What follows belongs to an exercise in optimizing a design on an open flow for a short achievable clock period and few clock cycles; a production flow would make more cautious choices.
Only simulation tests tie the RTL to the original design; equivalence was not proved.

==> amber: inputs <==
==> flow/design.v <==
module ALU (
	input  [31:0] a,
	input  [31:0] b,
	input  [4:0]  shamt,
	input         sub,        
	input  [1:0]  shop,       
	input  [7:0]  sel,
	output [31:0] sum,
	output [31:0] result
);
	wire [31:0] bx = sub ? ~b : b;
	wire [32:0] s33 = {1'b0, a} + {1'b0, bx} + {32'b0, sub};
	assign sum = s33[31:0];
	wire slt  = (a[31] ^ b[31]) ? a[31] : s33[31];
	wire sltu = ~s33[32];
	reg [31:0] sh;
	always @(*)
		case (shop)
			2'd0: sh = b << shamt;
			2'd3: sh = $signed(b) >>> shamt;
			default: sh = b >> shamt;
		endcase
	assign result = ({32{sel[0]}} & sum)
	              | ({32{sel[1]}} & (a & b))
	              | ({32{sel[2]}} & (a | b))
	              | ({32{sel[3]}} & ~(a | b))
	              | ({32{sel[4]}} & {31'b0, slt})
	              | ({32{sel[5]}} & {31'b0, sltu})
	              | ({32{sel[6]}} & sh)
	              | ({32{sel[7]}} & b);
endmodule
module mips_registers ( read_data_1, read_data_2, write_data, read_reg_1, read_reg_2, write_reg, signal_reg_write, clk );
	output [31:0] read_data_1, read_data_2;
	input [31:0] write_data;
	input [4:0] read_reg_1, read_reg_2, write_reg;
	input signal_reg_write, clk;
	reg [31:0] registers [31:1];
	always @(posedge clk)
		if (signal_reg_write && write_reg != 5'd0)
			registers[write_reg] <= write_data;
	assign read_data_1 = (read_reg_1 == 5'd0) ? 32'b0 : registers[read_reg_1];
	assign read_data_2 = (read_reg_2 == 5'd0) ? 32'b0 : registers[read_reg_2];
endmodule
module mips_core (
	input         clk,
	input         rst,
	output [31:0] imem_addr,
	input  [31:0] imem_rdata,
	output [31:0] dmem_addr,
	output [31:0] dmem_wdata,
	output [3:0]  dmem_wmask,
	output        dmem_we,
	input  [31:0] dmem_rdata,
	output        wb_en,
	output [4:0]  wb_reg,
	output [31:0] wb_data
);
reg  [9:0]  fa;           
reg         f_first;      
reg  [31:0] f_pc;
reg  [9:0]  lr_f;         
reg  [31:0] lr_d;         
reg  [31:0] lr_e;         
reg         d_valid;
reg  [31:0] ir;
reg  [31:0] d_pc;
reg         d_pt;         
reg         e_valid;
reg  [31:0] e_a, e_b, e_s;
reg  [4:0]  e_sh;
reg         e_sub;
reg  [1:0]  e_shop;
reg  [7:0]  e_sel;
reg  [4:0]  e_dst;
reg         e_wen, e_load, e_store, e_br, e_bne, e_pt, e_jr, e_jal;
reg  [1:0]  e_lt;         
reg  [3:0]  e_mask;
reg  [31:0] e_alt;        
reg  [31:0] m_res;
reg  [31:0] m_sdata;
reg  [3:0]  m_mask;
reg         m_we;
reg         m_wen, m_load;
reg  [1:0]  m_lt;
reg  [4:0]  m_dst;
reg         w_en;
reg  [4:0]  w_reg;
reg  [31:0] w_data;
wire [5:0]  f_op   = imem_rdata[31:26];
wire        f_j    = (f_op == 6'h02) | (f_op == 6'h03);
wire        f_jal  = (f_op == 6'h03);
wire        f_br   = (f_op == 6'h04) | (f_op == 6'h05);
wire        f_jr   = (f_op == 6'h00) & (imem_rdata[5:0] == 6'h08);
reg  [63:0] bht_v;        
reg  [1:0]  bht_c [0:63]; 
reg         u_en, u_tk;   
reg  [5:0]  u_idx;
reg  [5:0]  e_bidx;
wire        f_bv   = bht_v[fa[5:0]];
wire        f_bc   = bht_c[fa[5:0]][1];
wire        f_pt   = f_br & (f_bv ? f_bc : imem_rdata[15]);   
wire [9:0]  fa1    = fa + 10'd1;
wire [9:0]  f_next = f_j  ? imem_rdata[9:0] :
                     f_jr ? lr_f :
                     f_pt ? fa1 + imem_rdata[9:0] : fa1;
wire [5:0]  op     = ir[31:26];
wire [4:0]  rs     = ir[25:21];
wire [4:0]  rt     = ir[20:16];
wire [4:0]  rd     = ir[15:11];
wire [5:0]  fn     = ir[5:0];
wire [15:0] imm    = ir[15:0];
wire        d_r    = (op == 6'h00);
wire        d_jr   = d_r & (fn == 6'h08);
wire        d_j    = (op == 6'h02);
wire        d_jal  = (op == 6'h03);
wire        d_beq  = (op == 6'h04);
wire        d_bne  = (op == 6'h05);
wire        d_lw   = (op == 6'h23) | (op == 6'h30);
wire        d_lbu  = (op == 6'h24);
wire        d_lhu  = (op == 6'h25);
wire        d_load = d_lw | d_lbu | d_lhu;
wire        d_sb   = (op == 6'h28);
wire        d_sh   = (op == 6'h29);
wire        d_store= d_sb | d_sh | (op == 6'h2b) | (op == 6'h38);
wire        d_andi = (op == 6'h0c);
wire        d_ori  = (op == 6'h0d);
wire        d_slti = (op == 6'h0a);
wire        d_sltiu= (op == 6'h0b);
wire        d_lui  = (op == 6'h0f);
wire [4:0]  d_dst  = d_r ? rd : d_jal ? 5'd31 : rt;
wire        d_wen  = ~(d_jr | d_store | d_beq | d_bne | d_j) & (d_dst != 5'd0);
wire        use_rs = ~(d_j | d_jal | d_lui);
wire        use_rt = d_r | d_beq | d_bne | d_store;
wire        r_sub  = d_r & ((fn == 6'h22) | (fn == 6'h23));
wire        r_slt  = d_r & (fn == 6'h2a);
wire        r_sltu = d_r & (fn == 6'h2b);
wire        r_and  = d_r & (fn == 6'h24);
wire        r_or   = d_r & (fn == 6'h25);
wire        r_nor  = d_r & (fn == 6'h27);
wire        r_add  = d_r & ((fn == 6'h20) | (fn == 6'h21));
wire        r_shift= d_r & ((fn == 6'h00) | (fn == 6'h02) | (fn == 6'h03));
wire        is_slt = r_slt | d_slti;
wire        is_sltu= r_sltu | d_sltiu;
wire [7:0]  d_sel;
assign d_sel[0] = r_add | r_sub | ~d_r & ~(d_andi | d_ori | d_slti | d_sltiu | d_lui | d_jal);
assign d_sel[1] = r_and | d_andi;
assign d_sel[2] = r_or  | d_ori;
assign d_sel[3] = r_nor;
assign d_sel[4] = is_slt;
assign d_sel[5] = is_sltu;
assign d_sel[6] = r_shift;
assign d_sel[7] = d_lui | d_jal;
wire        d_sub  = r_sub | is_slt | is_sltu;
wire [31:0] pc4    = d_pc + 32'd4;
wire [31:0] pc8    = d_pc + 32'd8;
wire [31:0] brt    = pc4 + {{14{imm[15]}}, imm, 2'b00};
wire [31:0] jt     = {d_pc[31:28], ir[25:0], 2'b00};
wire [31:0] d_succ = (d_j | d_jal) ? jt : d_jr ? lr_d : d_pt ? brt : pc4;
wire [31:0] rf_a, rf_b;
mips_registers regblock(rf_a, rf_b, w_data, rs, rt, w_reg, w_en, clk);
wire [31:0] ldx = (m_lt == 2'd1) ? {24'b0, dmem_rdata[7:0]} :
                  (m_lt == 2'd2) ? {16'b0, dmem_rdata[15:0]} : dmem_rdata;
wire [31:0] m_val = m_load ? ldx : m_res;
wire [31:0] alu_sum, alu_res;
ALU alu(.a(e_a), .b(e_b), .shamt(e_sh), .sub(e_sub), .shop(e_shop), .sel(e_sel),
        .sum(alu_sum), .result(alu_res));
wire hitEa = e_valid & e_wen & (e_dst == rs);
wire hitMa = m_wen & (m_dst == rs);
wire hitWa = w_en & (w_reg == rs);
wire hitEb = e_valid & e_wen & (e_dst == rt);
wire hitMb = m_wen & (m_dst == rt);
wire hitWb = w_en & (w_reg == rt);
wire [31:0] va = hitEa ? alu_res : hitMa ? m_val : hitWa ? w_data : rf_a;
wire [31:0] vb = hitEb ? alu_res : hitMb ? m_val : hitWb ? w_data : rf_b;
wire stall = d_valid & e_valid & e_load & e_wen &
             ((use_rs & (e_dst == rs)) | (use_rt & (e_dst == rt)));
wire [31:0] immx = (d_andi | d_ori) ? {16'b0, imm} :
                   d_lui ? {imm, 16'b0} :
                   d_jal ? pc8 : {{16{imm[15]}}, imm};
wire        b_is_rt = d_r | d_beq | d_bne;
wire        eq       = (e_a == e_b);
wire        taken    = e_bne ? ~eq : eq;
wire        mispred  = e_valid & ((e_br & (taken != e_pt)) | (e_jr & (e_a != e_alt)));
wire [31:0] redirect = e_jr ? e_a : e_alt;
always @(posedge clk) begin
	u_idx <= e_bidx;
	u_tk  <= taken;
	if (u_en)
		bht_c[u_idx] <= ~bht_v[u_idx] ? (u_tk ? 2'b10 : 2'b01) :
		                u_tk ? (bht_c[u_idx] == 2'b11 ? 2'b11 : bht_c[u_idx] + 2'b01) :
		                       (bht_c[u_idx] == 2'b00 ? 2'b00 : bht_c[u_idx] - 2'b01);
	if (rst) begin
		fa      <= 10'd0;
		f_first <= 1'b1;
		f_pc    <= 32'd0;
		lr_f    <= 10'd0;
		lr_d    <= 32'd0;
		lr_e    <= 32'd0;
		d_valid <= 1'b0;
		e_valid <= 1'b0;
		m_we    <= 1'b0;
		m_wen   <= 1'b0;
		m_load  <= 1'b0;
		w_en    <= 1'b0;
		bht_v   <= 64'b0;
		u_en    <= 1'b0;
	end else begin
		u_en    <= e_valid & e_br;
		if (u_en)
			bht_v[u_idx] <= 1'b1;
		w_en   <= m_wen;
		w_reg  <= m_dst;
		w_data <= m_val;
		m_res   <= alu_res;
		m_sdata <= e_s;
		m_mask  <= e_mask;
		m_we    <= e_valid & e_store;
		m_wen   <= e_valid & e_wen;
		m_load  <= e_valid & e_load;
		m_lt    <= e_lt;
		m_dst   <= e_dst;
		if (e_valid & e_jal)
			lr_e <= alu_res;
		e_valid <= d_valid & ~stall & ~mispred;
		e_a     <= use_rs ? va : 32'd0;
		e_b     <= b_is_rt ? vb : immx;
		e_s     <= vb;
		e_sh    <= ir[10:6];
		e_sub   <= d_sub;
		e_shop  <= fn[1:0];
		e_sel   <= d_sel;
		e_dst   <= d_dst;
		e_wen   <= d_wen;
		e_load  <= d_load;
		e_store <= d_store;
		e_lt    <= d_lbu ? 2'd1 : d_lhu ? 2'd2 : 2'd0;
		e_mask  <= d_sb ? 4'b0001 : d_sh ? 4'b0011 : 4'b1111;
		e_br    <= d_beq | d_bne;
		e_bne   <= d_bne;
		e_pt    <= d_pt;
		e_jr    <= d_jr;
		e_jal   <= d_jal;
		e_alt   <= d_jr ? lr_d : d_pt ? pc4 : brt;
		e_bidx  <= d_pc[7:2];
		if (mispred) begin
			d_valid <= 1'b0;
			fa      <= redirect[11:2];
			f_first <= 1'b1;
			f_pc    <= redirect;
			lr_f    <= lr_e[11:2];
			lr_d    <= lr_e;
		end else if (~stall) begin
			d_valid <= 1'b1;
			ir      <= imem_rdata;
			d_pt    <= f_pt;
			d_pc    <= f_first ? f_pc : d_succ;
			f_first <= 1'b0;
			fa      <= f_next;
			if (f_jal)
				lr_f <= fa + 10'd2;
			if (d_valid & d_jal)
				lr_d <= pc8;
		end
	end
end
assign imem_addr  = {20'b0, fa, 2'b00};
assign dmem_addr  = m_res;
assign dmem_wdata = m_sdata;
assign dmem_wmask = m_mask;
assign dmem_we    = m_we;
assign wb_en      = w_en;
assign wb_reg     = w_reg;
assign wb_data    = w_data;
endmodule
==> flow/flow/run.sh <==
#!/bin/bash
# Standard ORFS layout, with timing repair aiming well past the 12 ns clock:
# repair_timing treats any path with less than SETUP_SLACK_MARGIN ns of slack
# as failing, so the layout is optimised for the shortest period it can reach.
# The constraints (clock period, I/O delays, loads) are the standard flow's, unchanged.
set -euo pipefail
MARGIN=${MARGIN:-8.5}
bash standard.sh SETUP_SLACK_MARGIN=$MARGIN MATCH_CELL_FOOTPRINT=0 finish > flow_make.log 2>&1
==> flow/standard.sh <==
#!/bin/bash
# synth_recipe.tcl (not shown) runs the flow's synth.tcl, then flattens the netlist and writes it again
# the make line also repeats each setting of config.mk as NAME=value (left out here)
make -C /OpenROAD-flow-scripts/flow DESIGN_CONFIG=/design/flow/config.mk WORK_HOME=/design/flow/orfs CLKGATE_MAP_FILE= SYNTH_SCRIPT=/design/flow/synth_recipe.tcl "${@:-finish}"
==> flow/config.mk <==
export PLATFORM = sky130hd
export DESIGN_NAME = mips_core
export DESIGN_NICKNAME = mips_core
export VERILOG_FILES = /design/flow/design.v
export SDC_FILE = /design/flow/constraint.sdc
export NUM_CORES = 4
export LEC_CHECK = 0
export ABC_CLOCK_PERIOD_IN_PS = 3000
export CAP_MARGIN = 20
export CORE_MARGIN = 2
export CORE_UTILIZATION = 40
export PLACE_DENSITY = 0.6
export SLEW_MARGIN = 20
==> flow/constraint.sdc <==
create_clock -name core_clock -period 12.0 [get_ports {clk}]
set_input_delay 2.4000 -clock core_clock [delete_from_list [all_inputs] [get_ports {clk}]]
set_output_delay 2.4000 -clock core_clock [all_outputs]
set_load 0.01 [all_outputs]
==> inputs of sierra, as changes to amber <==
--- a/flow/design.v
+++ b/flow/design.v
@@ -93,10 +93,3 @@
 wire        f_jr   = (f_op == 6'h00) & (imem_rdata[5:0] == 6'h08);
-reg  [63:0] bht_v;        
-reg  [1:0]  bht_c [0:63]; 
-reg         u_en, u_tk;   
-reg  [5:0]  u_idx;
-reg  [5:0]  e_bidx;
-wire        f_bv   = bht_v[fa[5:0]];
-wire        f_bc   = bht_c[fa[5:0]][1];
-wire        f_pt   = f_br & (f_bv ? f_bc : imem_rdata[15]);   
+wire        f_pt   = f_br & imem_rdata[15];           
 wire [9:0]  fa1    = fa + 10'd1;
@@ -185,8 +178,2 @@
 always @(posedge clk) begin
-	u_idx <= e_bidx;
-	u_tk  <= taken;
-	if (u_en)
-		bht_c[u_idx] <= ~bht_v[u_idx] ? (u_tk ? 2'b10 : 2'b01) :
-		                u_tk ? (bht_c[u_idx] == 2'b11 ? 2'b11 : bht_c[u_idx] + 2'b01) :
-		                       (bht_c[u_idx] == 2'b00 ? 2'b00 : bht_c[u_idx] - 2'b01);
 	if (rst) begin
@@ -204,8 +191,3 @@
 		w_en    <= 1'b0;
-		bht_v   <= 64'b0;
-		u_en    <= 1'b0;
 	end else begin
-		u_en    <= e_valid & e_br;
-		if (u_en)
-			bht_v[u_idx] <= 1'b1;
 		w_en   <= m_wen;
@@ -243,3 +225,2 @@
 		e_alt   <= d_jr ? lr_d : d_pt ? pc4 : brt;
-		e_bidx  <= d_pc[7:2];
 		if (mispred) begin
==> flow/run.sh (new file) <==
#!/bin/bash
# synth_recipe.tcl (not shown) runs the flow's synth.tcl, then flattens the netlist and writes it again
# the make line also repeats each setting of config.mk as NAME=value (left out here)
make -C /OpenROAD-flow-scripts/flow DESIGN_CONFIG=/design/flow/config.mk WORK_HOME=/design/flow/orfs CLKGATE_MAP_FILE= SYNTH_SCRIPT=/design/flow/synth_recipe.tcl finish
SETUP_SLACK_MARGIN = 5   (was default)
removed: flow/flow/run.sh
removed: flow/standard.sh
==> inputs of garnet, as changes to amber <==
--- a/flow/design.v
+++ b/flow/design.v
@@ -93,10 +93,3 @@
 wire        f_jr   = (f_op == 6'h00) & (imem_rdata[5:0] == 6'h08);
-reg  [63:0] bht_v;        
-reg  [1:0]  bht_c [0:63]; 
-reg         u_en, u_tk;   
-reg  [5:0]  u_idx;
-reg  [5:0]  e_bidx;
-wire        f_bv   = bht_v[fa[5:0]];
-wire        f_bc   = bht_c[fa[5:0]][1];
-wire        f_pt   = f_br & (f_bv ? f_bc : imem_rdata[15]);   
+wire        f_pt   = f_br & imem_rdata[15];           
 wire [9:0]  fa1    = fa + 10'd1;
@@ -185,8 +178,2 @@
 always @(posedge clk) begin
-	u_idx <= e_bidx;
-	u_tk  <= taken;
-	if (u_en)
-		bht_c[u_idx] <= ~bht_v[u_idx] ? (u_tk ? 2'b10 : 2'b01) :
-		                u_tk ? (bht_c[u_idx] == 2'b11 ? 2'b11 : bht_c[u_idx] + 2'b01) :
-		                       (bht_c[u_idx] == 2'b00 ? 2'b00 : bht_c[u_idx] - 2'b01);
 	if (rst) begin
@@ -204,8 +191,3 @@
 		w_en    <= 1'b0;
-		bht_v   <= 64'b0;
-		u_en    <= 1'b0;
 	end else begin
-		u_en    <= e_valid & e_br;
-		if (u_en)
-			bht_v[u_idx] <= 1'b1;
 		w_en   <= m_wen;
@@ -243,3 +225,2 @@
 		e_alt   <= d_jr ? lr_d : d_pt ? pc4 : brt;
-		e_bidx  <= d_pc[7:2];
 		if (mispred) begin
==> comparison table <==
metric	garnet	sierra	amber
Outcome	no timing/DRC/antenna violations	no timing/DRC/antenna violations	no timing/DRC/antenna violations
Crit path buf inv count	2	2	6
Global routing usage on met3	0.0721	0.0569	0.0924
Number of antenna cells inserted	4	2	5
Detail Placement HPWL	190 mm	191 mm	211 mm
Kind of critical path	flop to output pin	flop to flop	flop to flop
Final Cell Area	99,900 µm²	89,400 µm²	112,000 µm²
Inserted Clock Buffers	162	160	179
Global routing usage on met2	0.469	0.445	0.457
Fraction of area in multi-input gates	0.384	0.386	0.380
Hold path startpoint	e_s[2]	e_s[31]	e_bidx[1]
Cell area after technology mapping	79,600 µm²	79,600 µm²	88,600 µm²
Number of storage elements in the synthesis netlist	1,461	1,461	1,673
Testbench counts of amber, summed over its fixed seeds: cycles 43,607.
Testbench counts of sierra, summed over its fixed seeds: cycles 45,733.
Testbench counts of garnet, summed over its fixed seeds: cycles 45,733.

==> re-timing with driven ports <==
How much do the figures lean on ideal ports? The routed layouts below were timed once more, with nothing changed but the port constraints.
Step 1: set_driving_cell puts a clkbuf_16 on clk and a buf_2 on each other input, an assumption about the parent block.
Step 2 adds t to the input delays and takes it off the output delays; t is the mean of the earliest and latest rising clock arrival at the registers after step 1. Input paths then give back, and output paths get back, about the clock's delay inside the block.
a / b / c = ideal ports / drivers / drivers and shift; a / b = the first two.
| run | t (ns) | slack for setup (ns) | hold WS [ns] | worst setup path after step 2 | latest minus earliest clock arrival (ns) |
|---|---|---|---|---|---|
| amber | 0.940 | 7.939 / 7.871 / 7.347 | 0.342 / 0.342 / 0.342 | input to register | 0.084 / 0.085 |
| sierra | 0.913 | 6.804 / 6.804 / 6.597 | 0.419 / 0.419 / 0.419 | input to register | 0.035 / 0.036 |
| garnet | 0.905 | 8.003 / 7.916 / 7.471 | 0.416 / 0.416 / 0.416 | input to register | 0.050 / 0.050 |
After both steps every run listed still meets setup and hold. For amber, which loses most, drivers alone change the setup slack by -0.068 ns; drivers and shift together by -0.592 ns.
